This is an optimization exercise on Yosys and OpenROAD, whose aim is small area, a short achievable clock period and few clock cycles, not a production implementation.
In this exercise RTL edits were held to simulation tests only and were not proved equivalent to the original.

==> exp/onyx: inputs <==
// mips
module mips(
    input clk,
    input reset,
    output [31:0] i_addr,
    input [31:0] i_rdata,
    output [31:0] d_addr,
    output [31:0] d_wdata,
    output d_we,
    input [31:0] d_rdata,
    output [4:0] w_reg,
    output [31:0] w_data,
    output [31:0] w_pc
    );
	reg [31:0] pc_f;                  
	reg [31:0] ir_x, pc_x;            
	reg        v_x, bd_x;             
	reg        pe_x;                  
	reg [4:0]  m_reg;                 
	reg [31:0] m_res;                 
	reg [14:2] m_pc;
	reg        m_load, m_lsgn, m_ldm, m_ldev;
	reg [1:0]  m_lsz;                 
	reg        m_pst, m_psh;          
	reg [31:0] da_q, dw_q;            
	reg        dwe_q;
	reg [4:0]  w_reg_q;
	reg [31:0] w_data_q;
	reg [14:2] w_pc_q;
	reg [15:10] cp_im;
	reg cp_exl, cp_ie, cp_bd;
	reg [6:2] cp_exc;
	reg [31:2] cp_epc;
	assign i_addr = pc_f;
	assign d_addr = da_q;
	assign d_wdata = dw_q;
	assign d_we = dwe_q;
	assign w_reg = w_reg_q;
	assign w_data = w_data_q;
	assign w_pc = {17'b0, w_pc_q, 2'b00};
	reg rst_q;
	always @(posedge clk) rst_q <= reset;
	wire rst_any = reset | rst_q;
  ...
==> flow/config.mk <==
export PLATFORM = sky130hd
export DESIGN_NAME = mips
export DESIGN_NICKNAME = mips
export VERILOG_FILES = /design/flow/design.v
export SDC_FILE = /design/flow/constraint.sdc
export NUM_CORES = 4
export LEC_CHECK = 0
export CAP_MARGIN = 40
export CORE_MARGIN = 2
export CORE_UTILIZATION = 35
export PLACE_DENSITY = 0.42
export SLEW_MARGIN = 40
==> flow/constraint.sdc <==
create_clock -name core_clock -period 150.0 [get_ports {clk}]
set_input_delay 30.0000 -clock core_clock [delete_from_list [all_inputs] [get_ports {clk}]]
set_output_delay 30.0000 -clock core_clock [all_outputs]
set_load 0.01 [all_outputs]
standard.sh (not shown) runs the stock make flow with config.mk's settings and CLKGATE_MAP_FILE= SYNTH_SCRIPT=/design/flow/synth_recipe.tcl, a recipe that flattens the netlist after the stock synthesis.
==> flow/flow/run.sh <==
#!/bin/bash
# Layout flow: the standard ORFS flow (standard.sh: unchanged synthesis
# and steps), with knobs the standard flow does not expose:
#  - the I/O ports are buffered with buf_2 instead of the default delay
#    buffer, which is slower and larger;
#  - clock tree synthesis inserts no dummy loads (they only add area);
#  - up to 12 rounds of antenna repair after detailed routing instead of 5;
#  - from clock tree synthesis on, timing repair aims at the period the I/O
#    delays allow (about 31 ns) rather than at the 150 ns clock, so that it
#    works on the paths to and from the ports.
# The constraints (constraint.sdc) are the standard flow's, unchanged. Each step's full
# output is in standard_*.log here and in orfs/logs.
set -euo pipefail
export BUFFER_PORTS_ARGS="-buffer_cell sky130_fd_sc_hd__buf_2"
export MAX_REPAIR_ANTENNAS_ITER_DRT=12
bash standard.sh synth floorplan place > standard_place.log 2>&1
export CTS_ARGS="-sink_clustering_enable -repair_clock_nets -sink_clustering_size 25 -sink_clustering_max_diameter 90 -dont_use_dummy_load"
export SETUP_SLACK_MARGIN=118.7
bash standard.sh cts route finish > standard_finish.log 2>&1
==> inputs of exp/pepper, as changes to exp/onyx <==
--- a/flow/design.v
+++ b/flow/design.v
@@ -145,15 +145,14 @@
     output [4:0] w_reg,
     output [31:0] w_data,
     output [31:0] w_pc
     );
 	reg [31:0] pc_f;                  
 	reg [31:0] ir_x, pc_x;            
 	reg        v_x, bd_x;             
-	reg        pe_x;                  
 	reg [4:0]  m_reg;                 
 	reg [31:0] m_res;                 
 	reg [14:2] m_pc;
 	reg        m_load, m_lsgn, m_ldm, m_ldev;
 	reg [1:0]  m_lsz;                 
 	reg        m_pst, m_psh;          
 	reg [31:0] da_q, dw_q;            
@@ -384,36 +383,30 @@
 	              ((use_rs && (rs == m_reg)) || (use_rt && (rt == m_reg)));
 	wire md_haz = md_busy & (i_mfhi | i_mflo | i_mthi | i_mtlo |
 	                         ((i_div | i_divu) & (vb == 32'h0)));
 	wire st_haz = m_pst & is_mem;
 	wire stall = ld_haz | md_haz | st_haz;
 	wire exc_take = (exc != 5'd0) & ~cp_exl & ~stall;
 	assign x_go = ex & ~stall & ~exc_take;
-	wire eret_go = x_go & i_eret & ~pe_x;
+	wire eret_go = x_go & i_eret;
 	wire flush = exc_take | eret_go;
-	wire ff_f = (pc_f[1:0] != 2'b00) || (pc_f < 32'h00003000) || (pc_f > 32'h00004ffc);
-	wire [31:2] epc_nx = (i_mtc0 && rd == 5'd14) ? vb[31:2] : cp_epc;
-	wire f_ok = ~ff_f & ~stall & ~flush & ~is_bj;
-	wire f_eret = (i_rdata[31:26] == 6'h10) & i_rdata[25] & (i_rdata[5:0] == 6'h18);
 	always @(posedge clk) begin
 		if (rst_q) begin
 			pc_f <= 32'h00003000;
 			v_x <= 1'b0;
 			bd_x <= 1'b0;
 		end else begin
 			if (exc_take) pc_f <= 32'h00004180;
 			else if (eret_go) pc_f <= {cp_epc, 2'b00};
-			else if (f_ok & f_eret) pc_f <= {epc_nx, 2'b00};
 			else if (!stall) pc_f <= npc;
 			if (!stall) begin
 				pc_x <= pc_f;
 				bd_x <= is_bj;
 			end
 			v_x <= flush ? 1'b0 : stall ? v_x : 1'b1;
-			if (!stall) pe_x <= f_ok & f_eret;
 		end
 	end
 	always @(posedge clk)
 		if (!stall) ir_x <= i_rdata;
 	wire [31:0] pmerge;
 	assign pmerge[7:0]   = (m_psh ? ~da_q[1] : (da_q[1:0] == 2'd0)) ? dw_q[7:0] : d_rdata[7:0];
 	assign pmerge[15:8]  = (m_psh ? ~da_q[1] : (da_q[1:0] == 2'd1)) ? (m_psh ? dw_q[15:8] : dw_q[7:0]) : d_rdata[15:8];
@@ -485,11 +478,11 @@
 				if (rd == 5'd12) begin
 					cp_im <= vb[15:10];
 					cp_exl <= vb[1];
 					cp_ie <= vb[0];
 				end
 				if (rd == 5'd14) cp_epc <= vb[31:2];
 			end
-			if (x_go & i_eret) cp_exl <= 1'b0;
+			if (eret_go) cp_exl <= 1'b0;
 		end
 	end
 endmodule
==> flow/flow/run.sh (replaced) <==
#!/bin/bash
# Layout flow: the standard ORFS flow (standard.sh: unchanged synthesis
# and steps), with knobs the standard flow does not expose:
#  - the I/O ports are buffered with buf_2 instead of the default delay
#    buffer, which is slower and larger;
#  - clock tree synthesis inserts no dummy loads (they only add area);
#  - from clock tree synthesis on, timing repair aims at the period the I/O
#    delays allow (about 31 ns) rather than at the 150 ns clock, so that it
#    works on the paths to and from the ports.
# The constraints (constraint.sdc) are the standard flow's, unchanged. Each step's full
# output is in standard_*.log here and in orfs/logs.
set -euo pipefail
export BUFFER_PORTS_ARGS="-buffer_cell sky130_fd_sc_hd__buf_2"
bash standard.sh synth floorplan place > standard_place.log 2>&1
export CTS_ARGS="-sink_clustering_enable -repair_clock_nets -sink_clustering_size 25 -sink_clustering_max_diameter 90 -dont_use_dummy_load"
export SETUP_SLACK_MARGIN=118.7
bash standard.sh cts route finish > standard_finish.log 2>&1
CAP_MARGIN = 20   (was 40)
SLEW_MARGIN = 20   (was 40)
==> inputs of exp/indigo, as changes to exp/onyx <==
==> flow/flow/run.sh (replaced) <==
#!/bin/bash
# Layout flow: the standard ORFS flow (standard.sh: unchanged synthesis
# and steps), with knobs the standard flow does not expose:
#  - the I/O ports are buffered with buf_2 instead of the default delay
#    buffer, which is slower and larger;
#  - clock tree synthesis inserts no dummy loads (they only add area);
#  - from clock tree synthesis on, timing repair aims at the period the I/O
#    delays allow (about 31 ns) rather than at the 150 ns clock, so that it
#    works on the paths to and from the ports.
# The constraints (constraint.sdc) are the standard flow's, unchanged. Each step's full
# output is in standard_*.log here and in orfs/logs.
set -euo pipefail
export BUFFER_PORTS_ARGS="-buffer_cell sky130_fd_sc_hd__buf_2"
bash standard.sh synth floorplan place > standard_place.log 2>&1
export CTS_ARGS="-sink_clustering_enable -repair_clock_nets -sink_clustering_size 25 -sink_clustering_max_diameter 90 -dont_use_dummy_load"
export SETUP_SLACK_MARGIN=118.7
bash standard.sh cts route finish > standard_finish.log 2>&1
CAP_MARGIN = 20   (was 40)
SLEW_MARGIN = 20   (was 40)
==> flow_metrics.env <==
export IMPL_status="no timing/DRC/antenna violations"
export IMPL_seqPwrFrac_pct=44.5
export IMPL_die_y_um=498
export IMPL_synth_avg_cell_area_um2=10.5
export IMPL_taps=3202
export IMPL_met3_usage_pct=30.4
export IMPL_rows=181
export IMPL_layout_cells_non_filler=12000
export IMPL_hold_path_endpoint="w_pc_q[13]$_DFF_P_"
export IMPL_r2r_start="ir_x[19]$_DFFE_PP_"
export IMPL_r2r_end="dw_q[0]$_DFFE_PP_"
export IMPL_clkTransAtPathRegs_ns=0.10
export IMPL_p_leak_nw=36.6
export IMPL_drt_pass1_iterations=15
export IMPL_slew_viol_final=0
export IMPL_synthTopCellsByArea="edfxtp_1 41%, fa_1 7.2%, dfxtp_1 6.8%"
That was exp/indigo.
==> flow_metrics.env <==
export IMPL_synthTopCellsByArea="edfxtp_1 41%, fa_1 7.2%, dfxtp_1 6.8%"
export IMPL_met3_usage_pct=29.4
export IMPL_cp_num_buf_inv=1
export IMPL_clkTransAtPathRegs_ns=0.09
export IMPL_taps=3202
export IMPL_synth_avg_cell_area_um2=10.5
export IMPL_p_leak_nw=36.9
export IMPL_r2r_start="ir_x[19]$_DFFE_PP_"
export IMPL_die_y_um=498
export IMPL_place_area_mm2=0.0940
export IMPL_synth_main_ff_cell="edfxtp_1"
export IMPL_cts_resized=377
export IMPL_grt_pass1_vias=81900
export IMPL_drt_pass1_iterations=10
export IMPL_status="no timing/DRC/antenna violations"
export IMPL_r2r_end="dw_q[5]$_DFFE_PP_"
export IMPL_hold_path_endpoint="w_pc_q[10]$_DFF_P_"
export IMPL_layout_setup_ws_ns=118.35
export IMPL_seqPwrFrac_pct=44.3
export IMPL_report_power_total_mw=1.00
export IMPL_slew_viol_final=0
That was exp/onyx.
==> flow_metrics.env <==
export IMPL_status="complete, but fails checks"
export IMPL_so_faults="capacitance limit, slew limit"
export IMPL_p_leak_nw=36.2
export IMPL_clkTransAtPathRegs_ns=0.11
export IMPL_taps=3312
export IMPL_r2r_start="ir_x[20]$_DFFE_PP_"
export IMPL_synth_avg_cell_area_um2=10.3
export IMPL_met3_usage_pct=31.4
export IMPL_seqPwrFrac_pct=43.8
export IMPL_drt_pass1_iterations=10
export IMPL_hold_path_endpoint="w_pc_q[7]$_DFF_P_"
export IMPL_slew_viol_final=9
export IMPL_maxCapViolations=1
That was exp/pepper.
Testbench counts of exp/onyx, summed over its fixed seeds: cycles 131,653.
Testbench counts of exp/pepper, summed over its fixed seeds: cycles 132,183.
Testbench counts of exp/indigo, summed over its fixed seeds: cycles 131,653.

[re-timing with driven ports]
The flow's constraints put no driver on any port. The routed layouts listed below were extracted and timed again, unchanged, in two steps.
Step 1: set_driving_cell puts a clkbuf_16 on clk and a buf_2 on each other input, an assumption about the parent block.
Step 2 moves the port delays by t, midway between the first and last clock arrival at a register: inputs arrive t later, outputs are due t later. That takes back most of the time a late clock gives input paths.
Slacks: no drivers / after step 1 / after step 2; pairs: no drivers / after step 1.
run	shift t [ns]	setup WS [ns]	clock arrival spread, ns	worst data-port slew with drivers (ns)	pins driven straight from the clock port
exp/onyx	0.938	118.348 / 118.237 / 117.854	0.168 / 0.167	0.15	1
exp/pepper	0.925	118.348 / 118.234 / 117.935	0.163 / 0.162	0.07	1
exp/indigo	0.950	118.276 / 118.170 / 117.833	0.182 / 0.181	0.15	1
The setup slack of exp/onyx, which loses most, moves by -0.111 ns with the drivers and by -0.494 ns with both steps.
